This is an optimization exercise on Yosys and OpenROAD, whose aim is small area, not a production implementation. Function was checked by simulation only, so behaviour that the tests miss may differ from the original. Power and IR drop assume default switching activity.

## cpu65xx
module cpu65xx(clk, enable, reset, nmi_n, irq_n, so_n, din, dout, addr, we, debugOpcode, debugPc, debugA, debugX, debugY, debugS);
Size: roughly 1100 cells after synthesis, ~9900 µm² of cells after synthesis.
export LEC_CHECK = 0
export CAP_MARGIN = 20
export CORE_MARGIN = 2
export CORE_UTILIZATION = 55
export SLEW_MARGIN = 20
create_clock -name core_clock -period 10.0 [get_ports {clk}]
standard.sh (not shown) runs the stock make flow with config.mk's settings and CLKGATE_MAP_FILE= SYNTH_SCRIPT=/design/flow/synth_recipe.tcl, a recipe that flattens the netlist after the stock synthesis.
==> flow/flow/run.sh <==
#!/bin/bash
# Standard ORFS layout (the standard.sh), with two changes:
#  - the port buffers are the smallest buffer (buf_1) instead of the
#    default choice;
#  - clock tree synthesis inserts no dummy loads.
set -euo pipefail
export BUFFER_PORTS_ARGS="-buffer_cell sky130_fd_sc_hd__buf_1"
export CTS_ARGS="-sink_clustering_enable -repair_clock_nets -dont_use_dummy_load"
bash standard.sh > standard.log 2>&1
The first run went through all stages and came out clean.
==> next run, changes <==
CORE_UTILIZATION = 40   (was 55)
Worst setup slack loses 130 ps.
Clock power came out higher by a few percent.
Power increases slightly.
Die area rises by well over a third.
Final area rose slightly.
Clock skew goes down by 9.0 ps.
==> next run, changes <==
ABC_AREA = 1   (was default)
CORE_UTILIZATION = 65   (was 40)
The changed run finished with timing, DRC and antenna clean.
Worst hold slack improves by 15 ps.
Sequential cell count does not change.
Worst setup slack improved by 62 ps.
First-iteration DRC count rises by a quarter to a third.
Core utilization goes up by 27 points.
Die area went down by well over a third.
Global-route usage came out higher by 14 points.
Area after synthesis came out higher slightly.
==> next run, changes <==
ABC_AREA = default   (was 1)
CORE_UTILIZATION = 55   (was 65)
GPL_TIMING_DRIVEN = 0   (was default)
Result: Power fell by 1.7%; setup slack gets worse by 220 ps; wire length rose by 11%; clock power fell by about 2%; die area rose by 17%; global-route usage fell by 3.7 points; sequential share of layout area fell by 0.28 points; worst hold slack gets better by 5.2 ps.

* * *

## S
Another version of the RTL of cpu65xx (not shown whole).
Size in the first run: ~1300 cells after synthesis, roughly 98 flip-flops, about 95 I/O pins.
export LEC_CHECK = 0
export ABC_AREA = 1
export CAP_MARGIN = 20
export CORE_MARGIN = 2
export CORE_UTILIZATION = 55
export SLEW_MARGIN = 20
create_clock -name core_clock -period 10.0 [get_ports {clk}]
Scripts as last shown in full above: flow/flow/run.sh
Setup changes, S to P
-- flow/config.mk --
<<< S, line 6
export NUM_CORES = 4
export LEC_CHECK = 0
export ABC_AREA = 1
export CAP_MARGIN = 20
export CORE_MARGIN = 2
export CORE_UTILIZATION = 55
export SLEW_MARGIN = 20
>>> P, line 6
export NUM_CORES = 4
export LEC_CHECK = 0
export CAP_MARGIN = 20
export CORE_MARGIN = 2
export CORE_UTILIZATION = 40
export SLEW_MARGIN = 20
[summary]
Worst hold margin was higher in the run labelled S.
Summary of P over S: ratio of total power to cell area now smaller; amount of wire on met3 after detailed routing now smaller; total power now larger.

* * *

RTL: one of the versions met above, not the one the previous note started from.
Size in the first run: about 98 flip-flops, ~95 I/O pins.
export LEC_CHECK = 0
export CAP_MARGIN = 20
export CORE_MARGIN = 2
export CORE_UTILIZATION = 40
export SLEW_MARGIN = 20
create_clock -name core_clock -period 10.0 [get_ports {clk}]
==> flow/flow/run.sh <==
#!/bin/bash
# Standard ORFS layout (the standard.sh), with two changes:
#  - the port buffers are the smallest buffer (buf_1) instead of the
#    default choice;
#  - clock tree synthesis uses clkbuf_8 below the root buffer and
#    inserts no dummy loads.
set -euo pipefail
export BUFFER_PORTS_ARGS="-buffer_cell sky130_fd_sc_hd__buf_1"
export CTS_ARGS="-sink_clustering_enable -repair_clock_nets -dont_use_dummy_load -root_buf sky130_fd_sc_hd__clkbuf_16 -buf_list sky130_fd_sc_hd__clkbuf_8"
bash standard.sh > standard.log 2>&1
Next try:
==> flow/flow/run.sh (replaced) <==
#!/bin/bash
# Standard ORFS layout (the standard.sh), with two changes:
#  - the port buffers are the smallest buffer (buf_1) instead of the
#    default choice;
#  - clock tree synthesis inserts no dummy loads.
set -euo pipefail
export BUFFER_PORTS_ARGS="-buffer_cell sky130_fd_sc_hd__buf_1"
export CTS_ARGS="-sink_clustering_enable -repair_clock_nets -dont_use_dummy_load"
bash standard.sh > standard.log 2>&1
Settings changed: ABC_CLOCK_PERIOD_IN_PS set to 14000.
Outcome: Final cell count does not change. Hold slack is unchanged. Maximum frequency stays the same. Worst setup slack is unchanged. Power is unchanged. Global-route usage stays the same. Utilization stays the same. Synthesized cell count stays the same. Routed wire length stays the same. Via count does not change.
Next try:
Settings changed: ABC_CLOCK_PERIOD_IN_PS 14000 to unset, CAP_MARGIN 20 to 5, CORE_UTILIZATION 40 to 55, SLEW_MARGIN 20 to 5.
Power goes down by 0.69%.
Area after synthesis is unchanged.
Sequential cell count is unchanged.
Cell area shrinks by 1.5%.
Via count rose by 0.59%.
Final cell count falls by 6.6%.
Combinational power went down by about 0.6%.
Maximum frequency went up by 1.1%.
Setup slack is better by 0.11 ns.
Die area decreases by 27%.
Clock-buffer cell count does not change.
Next try:
--- a/flow/flow/run.sh
+++ b/flow/flow/run.sh
@@ -5 +5,2 @@
-#  - clock tree synthesis inserts no dummy loads.
+#  - clock tree synthesis clusters up to 50 sinks per buffer and inserts
+#    no dummy loads.
@@ -8 +9 @@
-export CTS_ARGS="-sink_clustering_enable -repair_clock_nets -dont_use_dummy_load"
+export CTS_ARGS="-sink_clustering_enable -sink_clustering_size 50 -sink_clustering_max_diameter 300 -repair_clock_nets -dont_use_dummy_load"
Settings changed: CAP_MARGIN 5 to 20, CORE_UTILIZATION 55 to 40, SLEW_MARGIN 5 to 20.
The new run went through all stages and came out clean.
Via count drops by 0.59%.
Critical path depth drops by 1.
Synthesized cell count stays the same.

* * *

Setup of JK:
cpu65xx with an RTL version that a note above also has.
For scale: about 1100 cells after synthesis, ~9800 µm² of cells after synthesis.
// cpu65xx
module cpu65xx(clk, enable, reset, nmi_n, irq_n, so_n, din, dout, addr, we, debugOpcode, debugPc, debugA, debugX, debugY, debugS);
export LEC_CHECK = 0
export CAP_MARGIN = 20
export CORE_MARGIN = 2
export CORE_UTILIZATION = 55
export SLEW_MARGIN = 20
create_clock -name core_clock -period 10.0 [get_ports {clk}]
==> flow/flow/run.sh <==
#!/bin/bash
# Standard ORFS layout (the standard.sh), with two changes:
#  - the port buffers are the smallest buffer (buf_1) instead of the
#    default choice;
#  - clock tree synthesis inserts no dummy loads.
set -euo pipefail
export BUFFER_PORTS_ARGS="-buffer_cell sky130_fd_sc_hd__buf_1"
export CTS_ARGS="-sink_clustering_enable -repair_clock_nets -dont_use_dummy_load"
bash standard.sh > standard.log 2>&1
No stage failed in JK, and the final checks on the layout all came back clean.
[inputs] MS vs JK
# JK
export LEC_CHECK = 0
export CAP_MARGIN = 20
export CORE_MARGIN = 2
export CORE_UTILIZATION = 55
export SLEW_MARGIN = 20
create_clock -name core_clock -period 10.0 [get_ports {clk}]
# MS
export LEC_CHECK = 0
export ABC_AREA = 1
export CAP_MARGIN = 20
export CORE_MARGIN = 2
export CORE_UTILIZATION = 65
export SLEW_MARGIN = 20
create_clock -name core_clock -period 10.0 [get_ports {clk}]
==> flow/flow/run.sh <==
#!/bin/bash
# Standard ORFS layout (the standard.sh), with two changes:
#  - the port buffers are the smallest buffer (buf_1) instead of the
#    default choice;
#  - clock tree synthesis uses clkbuf_8 and inserts no dummy loads.
set -euo pipefail
export BUFFER_PORTS_ARGS="-buffer_cell sky130_fd_sc_hd__buf_1"
export CTS_ARGS="-sink_clustering_enable -repair_clock_nets -dont_use_dummy_load -buf_list sky130_fd_sc_hd__clkbuf_8"
bash standard.sh > standard.log 2>&1
Notes after the runs:
Against JK, MS comes in about 15% higher on static leakage. MS against JK: switching power as a share of total power higher; worst setup slack higher. Relative to JK, well-tap cell count has decreased by 41 in MS. Summary — final cell count, MS relative to JK: higher, by 150.
Inputs modified between MS and AL:
==> flow/flow/run.sh <==
#!/bin/bash
# Standard ORFS layout (the standard.sh), with two changes:
#  - the port buffers are the smallest buffer (buf_1) instead of the
#    default choice;
#  - clock tree synthesis inserts no dummy loads.
set -euo pipefail
export BUFFER_PORTS_ARGS="-buffer_cell sky130_fd_sc_hd__buf_1"
export CTS_ARGS="-sink_clustering_enable -repair_clock_nets -dont_use_dummy_load"
bash standard.sh > standard.log 2>&1
Findings:
Met1 wire length: AL vs MS down 2.5%. On highest achievable clock rate, AL and MS are neck and neck. | final standard cell area without fillers | AL vs MS | about 1% higher |. Of AL and MS, MS shows the higher fraction of area in registers, with AL below it. The clock tree cell share of total cell area of AL exceeds that of MS by 0.98 points. Wire: AL routes more than MS. Comparing AL and MS, clock distribution power is higher on AL. Slew at the pin closest to its max-slew limit | AL above MS.
Inputs modified between AL and TR:
# AL
export LEC_CHECK = 0
export ABC_AREA = 1
export CAP_MARGIN = 20
export CORE_MARGIN = 2
export CORE_UTILIZATION = 65
export SLEW_MARGIN = 20
create_clock -name core_clock -period 10.0 [get_ports {clk}]
# TR
export LEC_CHECK = 0
export CAP_MARGIN = 20
export CORE_MARGIN = 2
export CORE_UTILIZATION = 65
export SLEW_MARGIN = 20
create_clock -name core_clock -period 10.0 [get_ports {clk}]
Internal power component for TR is higher than for AL. TR against AL; power in combinational cells is up by a few percent. Per the comparison of TR with AL, chip height went up; post-route clock period utilization went up. Fraction of area in registers, AL and TR: lower on TR. Compared with AL, TR instantiates a smaller number of cells. Compared with AL, TR shows a met3 usage in global routing that is 0.77 points higher. Worst setup slack (higher): AL. On smallest hold slack: between AL and TR, it ends up lower for TR. TR ended up with a higher first-pass GRT wire length than AL did. Of AL and TR, the run reporting the lower XOR/XNOR share of the synthesized area was AL.

* * *

## run 3
cpu65xx, a different RTL version from the one above (not shown whole).
Size: about 98 flip-flops, ~11000 µm² of cells after synthesis.
## cpu65xx
module cpu65xx
(
  clk,
  enable,
  reset,
  nmi_n,
  irq_n,
  so_n,
  din,
  dout,
  addr,
  we,
  debugOpcode,
  debugPc,
  debugA,
  debugX,
  debugY,
  debugS
);
make LEC_CHECK=0 CAP_MARGIN=20 CORE_MARGIN=2 CORE_UTILIZATION=40 SLEW_MARGIN=20 finish   # period 10.0 ns
run.sh (not shown) runs the stock make flow with config.mk's settings and CLKGATE_MAP_FILE= SYNTH_SCRIPT=/design/flow/synth_recipe.tcl, a recipe that flattens the netlist after the stock synthesis.
Stock flow here: none of the scripts above is used.
Run 3 completed; timing, DRC and antenna clean
The inputs of run 1 differ from those of run 3 as listed below.
==> flow/flow/run.sh (new file) <==
#!/bin/bash
# Standard ORFS layout (the standard.sh), with two changes:
#  - the port buffers are the smallest buffer (buf_1) instead of the
#    default choice;
#  - clock tree synthesis inserts no dummy loads.
set -euo pipefail
export BUFFER_PORTS_ARGS="-buffer_cell sky130_fd_sc_hd__buf_1"
export CTS_ARGS="-sink_clustering_enable -repair_clock_nets -dont_use_dummy_load"
bash standard.sh > standard.log 2>&1
==> flow/standard.sh (new file) <==
#!/bin/bash
# synth_recipe.tcl (not shown) runs the flow's synth.tcl, then flattens the netlist and writes it again
# the make line also repeats each setting of config.mk as NAME=value (left out here)
make -C /OpenROAD-flow-scripts/flow DESIGN_CONFIG=/design/flow/config.mk WORK_HOME=/design/flow/orfs CLKGATE_MAP_FILE= SYNTH_SCRIPT=/design/flow/synth_recipe.tcl "${@:-finish}"
removed: flow/run.sh
Results
Timing startpoint of the critical path: theOpcode[0]$_SDFFCE_PP0P_ -> run 1, theOpcode[6]$_SDFFCE_PP1P_ -> run 3
Comparing clock network fraction of design power for run 1 and run 3, the bigger number came from run 3.
Core utilization: run 1 lower than run 3
Run 1 vs run 3: area after detailed placement down by a few percent
Compare run 1 and run 3 | detailed-routed wire length on met3 higher: run 1
Of run 1 and run 3, the higher largest net degree at the start of global routing belongs to run 1.

-- afterwards: timing with drivers on the ports --
The flow's constraints put no driver on any port. The routed layouts listed below were extracted and timed again, unchanged, in two steps.
Step 1: set_driving_cell puts a clkbuf_16 on clk and a buf_2 on each other input, an assumption about the parent block.
Step 2 adds t to the input delays and takes it off the output delays; t is the mean of the earliest and latest rising clock arrival at the registers after step 1. Input paths then give back, and output paths get back, about the clock's delay inside the block.
Three values: ideal, step 1, step 2; two values: the first two.
| run | shift t [ns] | setup slack, ns | worst slew at a driven data input, ns |
|---|---|---|---|
| the first run of note 1 | 0.389 | 0.654 / 0.654 / 0.654 | 0.05 |
| the second run of note 1 | 0.398 | 0.529 / 0.529 / 0.529 | 0.04 |
| the third run of note 1 | 0.400 | 0.591 / 0.591 / 0.591 | 0.03 |
| the fourth run of note 1 | 0.395 | 0.371 / 0.371 / 0.371 | 0.03 |
| S | 0.405 | 1.154 / 1.107 / 1.217 | 0.03 |
| P | 0.398 | 0.517 / 0.516 / 0.516 | 0.03 |
| the first run of note 3 | 0.398 | 0.529 / 0.529 / 0.529 | 0.04 |
| the second run of note 3 | 0.398 | 0.529 / 0.529 / 0.529 | 0.04 |
| the third run of note 3 | 0.390 | 0.636 / 0.636 / 0.636 | 0.05 |
| the fourth run of note 3 | 0.398 | 0.529 / 0.529 / 0.529 | 0.04 |
| JK | 0.399 | 0.499 / 0.499 / 0.499 | 0.05 |
| MS | 0.436 | 0.968 / 0.925 / 1.133 | 0.03 |
| AL | 0.404 | 0.993 / 0.946 / 1.093 | 0.03 |
| TR | 0.400 | 0.535 / 0.535 / 0.535 | 0.04 |
| run 3 | 0.404 | 0.868 / 0.821 / 0.948 | 0.03 |
| run 1 | 0.393 | 0.687 / 0.641 / 0.746 | 0.03 |
After both steps every run listed still meets setup and hold. The setup slack of P, which loses most, moves by -0.001 ns with the drivers and by -0.001 ns with both steps.
